This design comes from an exercise in tuning for small area and a short achievable clock period on the open sky130 flow, not from production work. Function was checked by simulation only, so behaviour that the tests miss may differ from the original.

==> flow/design.v, too long to show whole: its modules and the start of the top module <==
// module ALU: 6197 lines
module ALU (clk, in_a, in_b, sum, carry_in, carry_out, opcode);
  // ...
==> flow/flow/run.sh <==
#!/bin/bash
set -euo pipefail
MARGIN=30
bash standard.sh SETUP_SLACK_MARGIN=$MARGIN finish > standard_flow.log 2>&1
==> flow/standard.sh <==
#!/bin/bash
# synth_recipe.tcl (not shown) runs the flow's synth.tcl, then flattens the netlist and writes it again
# the make line also repeats each setting of config.mk as NAME=value (left out here)
make -C /OpenROAD-flow-scripts/flow DESIGN_CONFIG=/design/flow/config.mk WORK_HOME=/design/flow/orfs CLKGATE_MAP_FILE= SYNTH_SCRIPT=/design/flow/synth_recipe.tcl "${@:-finish}"
==> flow/config.mk <==
export PLATFORM = sky130hd
export DESIGN_NAME = ALU
export DESIGN_NICKNAME = ALU
export VERILOG_FILES = /design/flow/design.v
export SDC_FILE = /design/flow/constraint.sdc
export NUM_CORES = 4
export LEC_CHECK = 0
export ABC_AREA = 1
export CAP_MARGIN = 20
export CORE_MARGIN = 2
export CORE_UTILIZATION = 55
export SLEW_MARGIN = 20
==> flow/constraint.sdc <==
create_clock -name core_clock -period 85.0 [get_ports {clk}]
set_input_delay 17.0000 -clock core_clock [delete_from_list [all_inputs] [get_ports {clk}]]
set_output_delay 17.0000 -clock core_clock [all_outputs]
set_load 0.01 [all_outputs]
==> results.txt, run 1 <==
- Outcome: no timing/DRC/antenna violations
- Multiplexer area fraction after synthesis: 0%
- Worst hold path cell count: 5
- GR Overflow Total: 0
- Largest family of logic cells by synthesized area: adder cells
- Num Clock Sinks: 33
- Kind of critical path: input port to flip-flop
- Highest metal used: met5
- Number of non-clock buffers: 1041
- HPWL after DPL: 155 mm
- Hold-fix buffers, CTS: 0
- Post-Synth Adder-Cell Area: 31.3%
- WP depth: 376
- GR Util met2: 74.0%
- Sequential share of cell area: 1.06%
- Global-route usage over all layers: 48.9%
- Detail Route met2 WL: 94.9 mm
- Multi-In Gates: 6176
- Register bit total from synthesis: 33
- Final Cycle Share: 72.2%
- Largest net degree at the start of global routing: 52
- Largest stage delay on the critical path: 0.38 ns
- Fmax: 16.3 MHz
- Crit path arrival time: 61.49 ns
- CORE AREA: 83300 um2
- GPL Wtd Cong: 1.05
- Synth Area in Compound Gates: 18.3%
- CP max FO: 17
- Number of vias per cell: 6.44
- Top cells by area, synth: ha_1, nand2_1, fa_1, a21oi_1, inv_1
- Non-clock inverters: 876
==> run 2: changes to the inputs <==
==> flow/flow/run.sh (replaced) <==
#!/bin/bash
set -euo pipefail
MARGIN=18
bash standard.sh SETUP_SLACK_MARGIN=$MARGIN finish > standard_flow.log 2>&1
==> run 2 against run 1 <==
Effect of this change: now fails the layout checks on capacitance limit, slew limit; hold slack gained 0.15 ns; maximum frequency decreased by 4.1%; clock-buffer cell count shrank 1.
==> results.txt, run 2 <==
- Outcome: finished with violations
- SO Faults: capacitance limit, slew limit
- DRT Pass-1 Iters: 6
- CP endpoint kind: flip-flop
- Nets: 8544
- Max-slew violation count: 18
- GR Util met1: 57.5%
- Worst slew pin tran: 1.54 ns
- Largest stage delay on the critical path: 0.60 ns (+0.22 ns)
- Final setup vio count: 0
- Via count: 52800
- Setup crit start kind: input port
- Final Hold Viols: 0
- Sequential share of the synthesized area: 1.43%
- Yosys warns: 1
- Input/output buffers: 102
- Worst Setup SP: opcode[1]
- Syn Std Cell Area: 46100 um2
- Antenna viol nets, final: 0
- Clock slew at reported path FFs: 0.06 ns
- Core Rows: 106
- Crit path arrival time: 64.16 ns (+2.67 ns)
- Slowest cell on crit path: clkdlybuf4s50_1
- WP data required: 85.16 ns
- Minimum clock period: 64.00 ns
- CTS tree: built
- Number of vias per cell: 6.19 (-3.9%)
- RSZ-0062 raised after global routing: no
- Largest net degree at the start of global routing: 57 (+9.6%)
- Initial antenna violation count: 18
- Drt total wl: 205 mm
- Ys flop type: dfxtp_1
- Max-Cap Viols: 1
- CP max FO: 42 (+25)
- Final worst-path setup slack: 21.00 ns
- Vias in the first global route: 48300
- Final core occ: 62.8%
- Hold WC Path Type: input port to flip-flop
- Die X: 294 um
- Kind of critical path: input port to flip-flop
- Boundary pin count: 103
- Setup TNS: 0 ns
- Distinct cells, synth: 81
- Slew HR: -3.06%
- Post-synth ARST share: 0%
- Post-Syn Instances: 7238
- Routed WL per cell: 24.0 um
- Htree depth: 2
- Layout cells sized above 1: 12.9%
- Initial DRC Count: 5493
- Post-Layout Cell Count: 8540
- Number of synthesized flops with an enable pin: 0
- Register bit total from synthesis: 33 (unchanged)
- Synth cell count leaders: nand2_1, inv_1, ha_1
- Final Cycle Share: 75.3% (+3.1 points)
- Largest register FFs: 32
- Num Clock Sinks: 33 (unchanged)
- Most frequent cells in the layout: nand2_1, inv_1, ha_1, a21oi_1, nand3_1
- Starting Density: 55.3%
- Clk root buf: clkbuf_16
- Die height: 294 um
- Global-route usage over all layers: 45.3% (-3.6 points)
- Global-route met3 utilization: 9.45%
- Syn_nets: 8328
- Pre-CTS WS: 9.11 ns
- Most frequent CP cell: nand2_1
- GRT busiest layer: met2
- Area leader, netlist: ha_1
- Area Growth Syn to Fin: 13.5%
- GR Util met2: 69.7% (-4.3 points)
- Placed Cells: 8346
- Most frequent cell after synthesis: nand2_1
- Most common cell after layout, fill and taps aside: nand2_1
- Fmax: 15.6 MHz (-4.1%)
- Share of the synthesized area in the top cell type: 21.7%
- Wire length of the first global-routing pass: 297 mm
- Remaining DRCs: 0
- HPWL after DPL: 154 mm (-0.25%)
- GPL Wtd Cong: 1.05 (-0.35%)
- Max Root-Sink Buffers: 2
- Number of buffers created by CTS: 5
- GR Overflow Total: 0 (unchanged)
- Worst Setup EP: sum[14]
- Die area: 86100 um2
- Top cells by area, synth: ha_1, nand2_1, fa_1, a21oi_1, inv_1
- CORE AREA: 83300 um2 (unchanged)
- Syn_area_per_cell: 6.37 um2
[run 2: changes by cell type in the layout (fill, tap and decap cells not counted), moves of 51 or more]
cell | before | now
nand3_2 | 61 | 10
buf_6 | 80 | 12
buf_4 | 811 | 215
a21oi_1 | 533 | 594
nand2_2 | 378 | 104
ha_4 | 124 | 42
nand2_4 | 129 | 35
nand2_1 | 1578 | 1947
nand3_1 | 442 | 518
ha_1 | 671 | 756
[run 2: per-stage QoR]
step	hold WS, ns	area [um2]
5_1_grt	17.39	52300
6_report	17.36	52300
2_1_floorplan	17.22	46100
4_1_cts	17.50	49300
3_3_place_gp	17.74	48300
3_5_place_dp	17.74	48300
[run 2: layer usage]
metal	wire, um	share of wire, %
met1	79500	39
met2	85400	42
met3	23600	11
met4	16700	8.1
met5	136	0.066
[run 2: cell families after synthesis]
family	Yosys count	share of synthesized area [%]
buffers and inverters	1037	9.58
adder cells (fa/ha/maj)	1020	31.3
flip-flops	33	1.43
AND/OR/NAND/NOR	3245	30.2
XOR/XNOR	485	9.22
AO/OA/AOI/OAI	1418	18.3
[run 2: layout make-up]
| cell class | count | area [um2] |
|---|---|---|
| multi-input cells | 6177 | 43200 |
| fillers | 8083 | 31000 |
| repair buffers | 361 | 3480 |
| inverters | 870 | 3390 |
| well taps | 1080 | 1350 |
| flip-flops and latches | 33 | 661 |
| clock buffers | 5 | 125 |
| clock inverters | 3 | 68.8 |
| repair inverters | 6 | 43.8 |
| diodes | 5 | 12.5 |
[run 2: how the worst min path moves through the flow]
stage / endpoint / slack [ns] / cells after the start / start
2_1_floorplan: sum[0] / 17.22 / 3 / in_a[0]
3_3_place_gp: sum[23] / 17.74 / 1 / sum[23]
3_5_place_dp: sum[6] / 17.74 / 1 / sum[6]
4_1_cts: sum[24] / 17.50 / 5 / in_b[24]
5_1_grt: sum[30] / 17.39 / 5 / in_b[30]
6_report: sum[30] / 17.36 / 5 / in_b[30]
[run 2: worst max-delay path: cells and delay by family]
kind                       cells  cell delay [ns]
and+or+nand+nor              224            21.46
xor gates and xnor gates       2             0.40
AOI/OAI and AO/OA             87            14.72
buffers and inverters         35             4.56
adders and majority gates     18             5.77
[run 2: what timing repair did]
item / CTS / global route
pin swaps: 18 / 91
buffers inserted: 33 / 124
endpoints found under the setup margin: 33 / 33
hold buffers: 0 / 0
gates cloned: 7 / 17
gates resized for setup: 120 / 377
==> run 3: changes to the inputs <==
==> flow/flow/run.sh (replaced) <==
#!/bin/bash
set -euo pipefail
MARGIN=21
bash standard.sh SETUP_SLACK_MARGIN=$MARGIN finish > standard_flow.log 2>&1
--- a/flow/config.mk
+++ b/flow/config.mk
@@ -7,6 +7,6 @@
 export LEC_CHECK = 0
 export ABC_AREA = 1
-export CAP_MARGIN = 20
+export CAP_MARGIN = 35
 export CORE_MARGIN = 2
 export CORE_UTILIZATION = 55
-export SLEW_MARGIN = 20
+export SLEW_MARGIN = 35
==> run 3 against run 2 <==
Effect of this change: the run now finishes clean; cell area grew 4.6%; area after synthesis did not move; die area stayed put; synthesized cell count unchanged; critical path type unchanged; highest routed layer unchanged.
==> results.txt, run 3 <==
- Outcome: no timing/DRC/antenna violations
- Distinct cells, synth: 81 (unchanged)
- Top cells by area, synth: ha_1, nand2_1, fa_1, a21oi_1, inv_1
- HPWL after DPL: 154 mm (about the same)
- Largest register FFs: 32 (unchanged)
- Setup crit start kind: input port
- Final core occ: 65.7% (+2.9 points)
- Max-Cap Viols: 0 (-1)
- Post-Syn Instances: 7238 (unchanged)
- CP endpoint kind: flip-flop
- Wire length of the first global-routing pass: 302 mm (+1.9%)
- GR Overflow Total: 0 (unchanged)
- Clock slew at reported path FFs: 0.08 ns (+0.02 ns)
- Final Cycle Share: 72.7% (-2.6 points)
- Die height: 294 um (unchanged)
- Input/output buffers: 102 (unchanged)
- Slew HR: 22.5% (+26 points)
- Post-synth ARST share: 0% (unchanged)
- Via count: 54000 (+2.2%)
- Most common cell after layout, fill and taps aside: nand2_1
- Htree depth: 2 (unchanged)
- Most frequent cell after synthesis: nand2_1
- Starting Density: 55.3% (unchanged)
- Syn_nets: 8328 (unchanged)
- Clk root buf: clkbuf_16
- Minimum clock period: 61.82 ns (-2.18 ns)
- Die X: 294 um (unchanged)
- Hold-fix buffers, CTS: 0 (unchanged)
- Slowest cell on crit path: clkdlybuf4s50_1
- Fmax: 16.2 MHz (+3.5%)
- Global-route usage over all layers: 46.1% (+0.74 points)
- Syn Std Cell Area: 46100 um2 (unchanged)
- Antenna viol nets, final: 0 (unchanged)
- Setup TNS: 0 ns (unchanged)
- Initial antenna violation count: 16 (-2)
- Hold WC Path Type: input port to flip-flop
- WP data required: 85.19 ns (+0.03 ns)
- Yosys warns: 1 (unchanged)
- GPL Wtd Cong: 1.05 (unchanged)
- Die area: 86100 um2 (unchanged)
- Routed WL per cell: 24.2 um (+0.59%)
- Ys flop type: dfxtp_1
- CTS tree: built
- Number of buffers created by CTS: 5 (unchanged)
- Share of the synthesized area in the top cell type: 21.7% (unchanged)
- Boundary pin count: 103 (unchanged)
- Area leader, netlist: ha_1
- Vias in the first global route: 49500 (+2.7%)
- Area Growth Syn to Fin: 18.8%
- Nets: 8663 (+1.4%)
- Number of vias per cell: 6.24 (+0.78%)
- Kind of critical path: input port to flip-flop
- Most frequent CP cell: nand2_1
- Number of synthesized flops with an enable pin: 0 (unchanged)
- Most frequent cells in the layout: nand2_1, inv_1, ha_1, a21oi_1, nand3_1
- Synth cell count leaders: nand2_1, inv_1, ha_1
- Syn_area_per_cell: 6.37 um2 (unchanged)
- Crit path arrival time: 62.01 ns (-2.15 ns)
- Num Clock Sinks: 33 (unchanged)
- CORE AREA: 83300 um2 (unchanged)
- RSZ-0062 raised after global routing: no
- Max Root-Sink Buffers: 2 (unchanged)
- Final Hold Viols: 0 (unchanged)
- # fillers: 7782 (-3.7%)
- Register bit total from synthesis: 33 (unchanged)
- Max-slew violation count: 0 (-18)
- Initial DRC Count: 5844 (+6.4%)
- Largest net degree at the start of global routing: 44 (-23%)
- Drt total wl: 209 mm (+2.0%)
- Largest stage delay on the critical path: 0.66 ns (+0.06 ns)
- Sequential share of the synthesized area: 1.43% (unchanged)
- DRT Pass-1 Iters: 7 (+1)
- CP max FO: 21 (-50%)
- Core Rows: 106 (unchanged)
- Worst slew pin tran: 1.16 ns (-0.381 ns)
- Remaining DRCs: 0 (unchanged)
- Worst hold path cell count: 5 (unchanged)
- Layout cells sized above 1: 17.6% (+4.7 points)
- Final setup vio count: 0 (unchanged)
## run 3: cell types whose count changed in the layout (fill, tap and decap cells not counted), moves of 29 or more
cell	delta
buf_4	+101
nand2_1	-96
nand2_2	+76
ha_1	-48
ha_4	+46
a21oi_1	-29
## run 3: per-layer routing
metal  part of all wire, %  track usage (%)  wire [um]  vias to the layer above
li1                      -                -          -                    24900
met1                    38             58.4      80500                    24900
met2                    41             70.2      86900                     3301
met3                    12             9.98      24500                      917
met4                   8.3             30.4      17500                       24
met5                 0.074                0        154                        -
## run 3: cells by family (layout without fill, tap and decap cells)
group                    after synthesis  count (layout)  synth area share, %
AO/OA/AOI/OAI                       1418            1418                 18.3
XOR/XNOR                             485             485                 9.22
adder cells (fa/ha/maj)             1020            1020                 31.3
buffers and inverters               1037            1362                 9.58
flip-flops                            33              33                 1.43
other                                  0               6                    0
AND/OR/NAND/NOR                     3245            3256                 30.2
## run 3: through the flow
step | cell area (um2) | std cells | hold slack, ns | setup WS [ns]
finish | 54700 | 8660 | 17.28 | 23.18
global route | 54700 | 8655 | 17.30 | 20.42
CTS | 50800 | 8464 | 17.43 | 21.01
detailed placement | 48300 | 8348 | 17.74 | 10.35
global placement | 48300 | 8346 | 17.74 | 10.30
floorplan | 46100 | 7238 | 17.22 | 23.64
## run 3: final timing paths
kind	start	end	slack (ns)
hold / removal	in_b[12]	sum[12]	17.28
setup / recovery	in_b[3]	sum[21]	23.18
## run 3: repair_timing
| item | 4_1_cts | 5_1_grt |
|---|---|---|
| gates cloned | 21 | 11 |
| pin swaps | 57 | 214 |
| endpoints found under the setup margin | 33 | 33 |
| hold endpoints to repair | 0 | 0 |
| buffers inserted | 87 | 178 |
| resized for setup | 302 | 550 |
## run 3: cell type report
class	count	area, um2	area share [%]
Inverter	870	3410	6.23
Antenna cell	6	15.0	0.0274
Timing Repair inverter	6	40.0	0.0731
Tap cell	1080	1350	2.47
Timing Repair Buffer	478	4420	8.08
Clock buffer	5	125	0.229
Multi-Input combinational cell	6179	44700	81.6
Sequential cell	33	661	1.21
Clock inverter	3	68.8	0.126
## run 3: critical path, delay by kind of cell
family / cells / cell delay, ns
AO/OA/AOI/OAI: 94 / 14.77
XOR/XNOR: 1 / 0.19
adder cells (fa/ha/maj): 18 / 5.13
buffers and inverters: 32 / 4.72
AND/OR/NAND/NOR: 214 / 20.00
==> run 4: changes to the inputs <==
==> flow/flow/run.sh (replaced) <==
#!/bin/bash
set -euo pipefail
MARGIN=18
bash standard.sh SETUP_SLACK_MARGIN=$MARGIN finish > standard_flow.log 2>&1
==> run 4 against run 3 <==
Effect of this change: routed wire length decreased by 2.6%; cell area decreased by 4.9%; synthesized cell count unchanged; die area unchanged; via count decreased by 2.7%; first-iteration DRC count decreased by 7.5%; hold slack improved by 0.050 ns; clock-buffer cell count unchanged; non-clock buffer count decreased by 132; critical path type unchanged; critical endpoint is now sum[8]; highest routed layer unchanged.
==> results.txt, run 4 <==
- Outcome: no timing/DRC/antenna violations
- Setup crit start kind: input port
- Max-slew violation count: 0 (unchanged)
- Sequential share of the synthesized area: 1.43% (unchanged)
- Final Hold Viols: 0 (unchanged)
- HPWL after DPL: 154 mm (unchanged)
- Most common cell after layout, fill and taps aside: nand2_1
- GR Overflow Total: 0 (unchanged)
- Slew HR: 29.8% (+7.3 points)
- Distinct cells, synth: 81 (unchanged)
- Final setup vio count: 0 (unchanged)
- Multiplexer area fraction after synthesis: 0% (unchanged)
- Area leader, netlist: ha_1
- Starting Density: 55.3% (unchanged)
- Num Clock Sinks: 33 (unchanged)
- Final Cycle Share: 75.5% (+2.7 points)
- Ys flop type: dfxtp_1
- Crit path arrival time: 64.29 ns (+2.28 ns)
- Register bit total from synthesis: 33 (unchanged)
- Placed Cells: 8348 (unchanged)
- Synth Area in Compound Gates: 18.3% (unchanged)
- Max-Cap Viols: 0 (unchanged)
- Vias in the first global route: 48500 (-2.1%)
- Layout cells sized above 1: 12.6% (-5.0 points)
- Die height: 294 um (unchanged)
- Remaining DRCs: 0 (unchanged)
- CTS tree: built
- Drt total wl: 204 mm (-2.6%)
- Pre-CTS WS: 10.35 ns (unchanged)
- Synth cell count leaders: nand2_1, inv_1, ha_1
- Nets: 8528 (-1.6%)
- RSZ-0062 raised after global routing: no
- Antenna viol nets, final: 0 (unchanged)
- Most frequent CP cell: nand2_1
- Clk root buf: clkbuf_16
- Hold WC Path Type: input port to flip-flop
- Input/output buffers: 102 (unchanged)
- Buffer and inverter count on the worst path: 35 (+9.4%)
- Largest register FFs: 32 (unchanged)
- Final worst-path setup slack: 20.86 ns (-2.32 ns)
- Largest family of logic cells by synthesized area: adder cells
- Most frequent cell after synthesis: nand2_1
- Syn_area_per_cell: 6.37 um2 (unchanged)
- Minimum clock period: 64.14 ns (+2.32 ns)
- Via count: 52500 (-2.7%)
- Die X: 294 um (unchanged)
- Core Rows: 106 (unchanged)
- Worst slew pin tran: 1.05 ns (-0.110 ns)
- Post-synth ARST share: 0% (unchanged)
- DRT Pass-1 Iters: 9 (+2)
- Hold WS: 17.33 ns (+0.0505 ns)
- CP endpoint kind: flip-flop
- Largest net degree at the start of global routing: 57 (+30%)
- Syn_nets: 8328 (unchanged)
- Syn Std Cell Area: 46100 um2 (unchanged)
- Area share of and/or/nand/nor cells after synthesis: 30.2% (unchanged)
- Delay-heaviest family, CP: simple AND/OR/NAND/NOR gates
- Most frequent cells in the layout: nand2_1, inv_1, ha_1, a21oi_1, nand3_1
- Post-synthesis xor/xnor area fraction: 9.22% (unchanged)
- Slowest cell on crit path: a21boi_0
- Initial antenna violation count: 21 (+5)
- Area Growth Syn to Fin: 13.0%
- Fmax: 15.6 MHz (-3.6%)
- WP data required: 85.15 ns (-0.04 ns)
- Post-Synth Adder-Cell Area: 31.3% (unchanged)
- Number of synthesized flops with an enable pin: 0 (unchanged)
- Post-Syn Instances: 7238 (unchanged)
- Share of the synthesized area in the top cell type: 21.7% (unchanged)
- Htree depth: 2 (unchanged)
- Wire length of the first global-routing pass: 297 mm (-1.9%)
- Number of vias per cell: 6.16 (-1.2%)
- Kind of critical path: input port to flip-flop
- Top cells by area, synth: ha_1, nand2_1, fa_1, a21oi_1, inv_1
- Global-route usage over all layers: 45.2% (-0.87 points)
- Setup TNS: 0 ns (unchanged)
- Number of buffers created by CTS: 5 (unchanged)
- Largest stage delay on the critical path: 0.68 ns (+0.02 ns)
- CORE AREA: 83300 um2 (unchanged)
- Routed WL per cell: 23.9 um (-1.0%)
- Boundary pin count: 103 (unchanged)
- Yosys warns: 1 (unchanged)
- Die area: 86100 um2 (unchanged)
- CP max FO: 36 (+71%)
- Post-Layout Cell Count: 8527 (-1.5%)
- Initial DRC Count: 5403 (-7.5%)
- Max Root-Sink Buffers: 2 (unchanged)
- GPL Wtd Cong: 1.05 (unchanged)
- Clock slew at reported path FFs: 0.07 ns (about the same)
- # fillers: 8185 (+5.2%)
run 4: cell counts after synthesis:
No cell type changed its count.
run 4: what timing repair did:
item,CTS,global route
hold buffers,0,0
endpoints found under the setup margin,33,33
gates resized for setup,118,368
pin swaps,19,83
buffers inserted,32,110
cloned,6,15
run 4: logic make-up (layout without fill, tap and decap cells):
family / after synthesis / in the layout
compound gates: 1418 / 1418
fa+ha+maj: 1020 / 1020
buf+inv: 1037 / 1229
flops: 33 / 33
simple gates: 3245 / 3254
other cells: 0 / 8
xor+xnor: 485 / 485
run 4: layout make-up:
type | count | area, um2 | share of cell area, %
Multi-Input combinational cell | 6177 | 43100 | 82.8
Inverter | 870 | 3380 | 6.49
Timing Repair Buffer | 346 | 3330 | 6.39
Tap cell | 1080 | 1350 | 2.59
Sequential cell | 33 | 661 | 1.27
Clock buffer | 5 | 125 | 0.240
Clock inverter | 3 | 68.8 | 0.132
Timing Repair inverter | 5 | 36.3 | 0.0697
Antenna cell | 8 | 20.0 | 0.0384
run 4: per-layer routing:
layer / up-vias / share of wire, % / GRT usage [%]
li1: 24600 / - / -
met1: 24100 / 38 / 57.3
met2: 2999 / 42 / 69.5
met3: 813 / 12 / 9.98
met4: 28 / 7.8 / 28.3
met5: - / 0.10 / 0
run 4: stage by stage:
step,area [um2],utilization (%)
floorplan,46100,-
global placement,48300,57.9
detailed placement,48300,58.0
CTS,49300,59.2
global route,52100,62.5
finish,52100,62.5
run 4: path summary, 6_finish.rpt:
kind	cells after the start	startpoint	to	slack (ns)
max	367	in_b[23]	sum[8]	20.86
min	4	in_b[1]	sum[1]	17.33

[port drivers added, routing unchanged]
The results above use ideal ports. As a check the final layouts listed here were re-extracted and re-timed, cells and wires unchanged.
Step 1, drivers: a clkbuf_16 drives clk and a buf_2 each remaining input, both assumed.
Step 2 also shifts input and output timing later by t, the mid clock arrival at the registers, as if the neighbouring blocks saw the same clock.
a / b / c = no drivers / after step 1 / after step 2; a / b = the first two.
| run | t, ns | setup slack, ns | latest minus earliest clock arrival (ns) | slew at the worst register clock pin (ns) | cell pins on the clock port's net |
|---|---|---|---|---|---|
| run 1 | 0.348 | 23.603 / 23.585 / 23.237 | 0.017 / 0.016 | 0.08 / 0.08 | 1 |
| run 2 | 0.362 | 21.000 / 20.968 / 20.606 | 0.018 / 0.017 | 0.08 / 0.08 | 1 |
| run 3 | 0.356 | 23.178 / 23.163 / 22.807 | 0.018 / 0.018 | 0.08 / 0.08 | 1 |
| run 4 | 0.362 | 20.860 / 20.830 / 20.468 | 0.016 / 0.016 | 0.08 / 0.08 | 1 |
The setup slack of run 2, which loses most, moves by -0.032 ns with the drivers and by -0.394 ns with both steps.
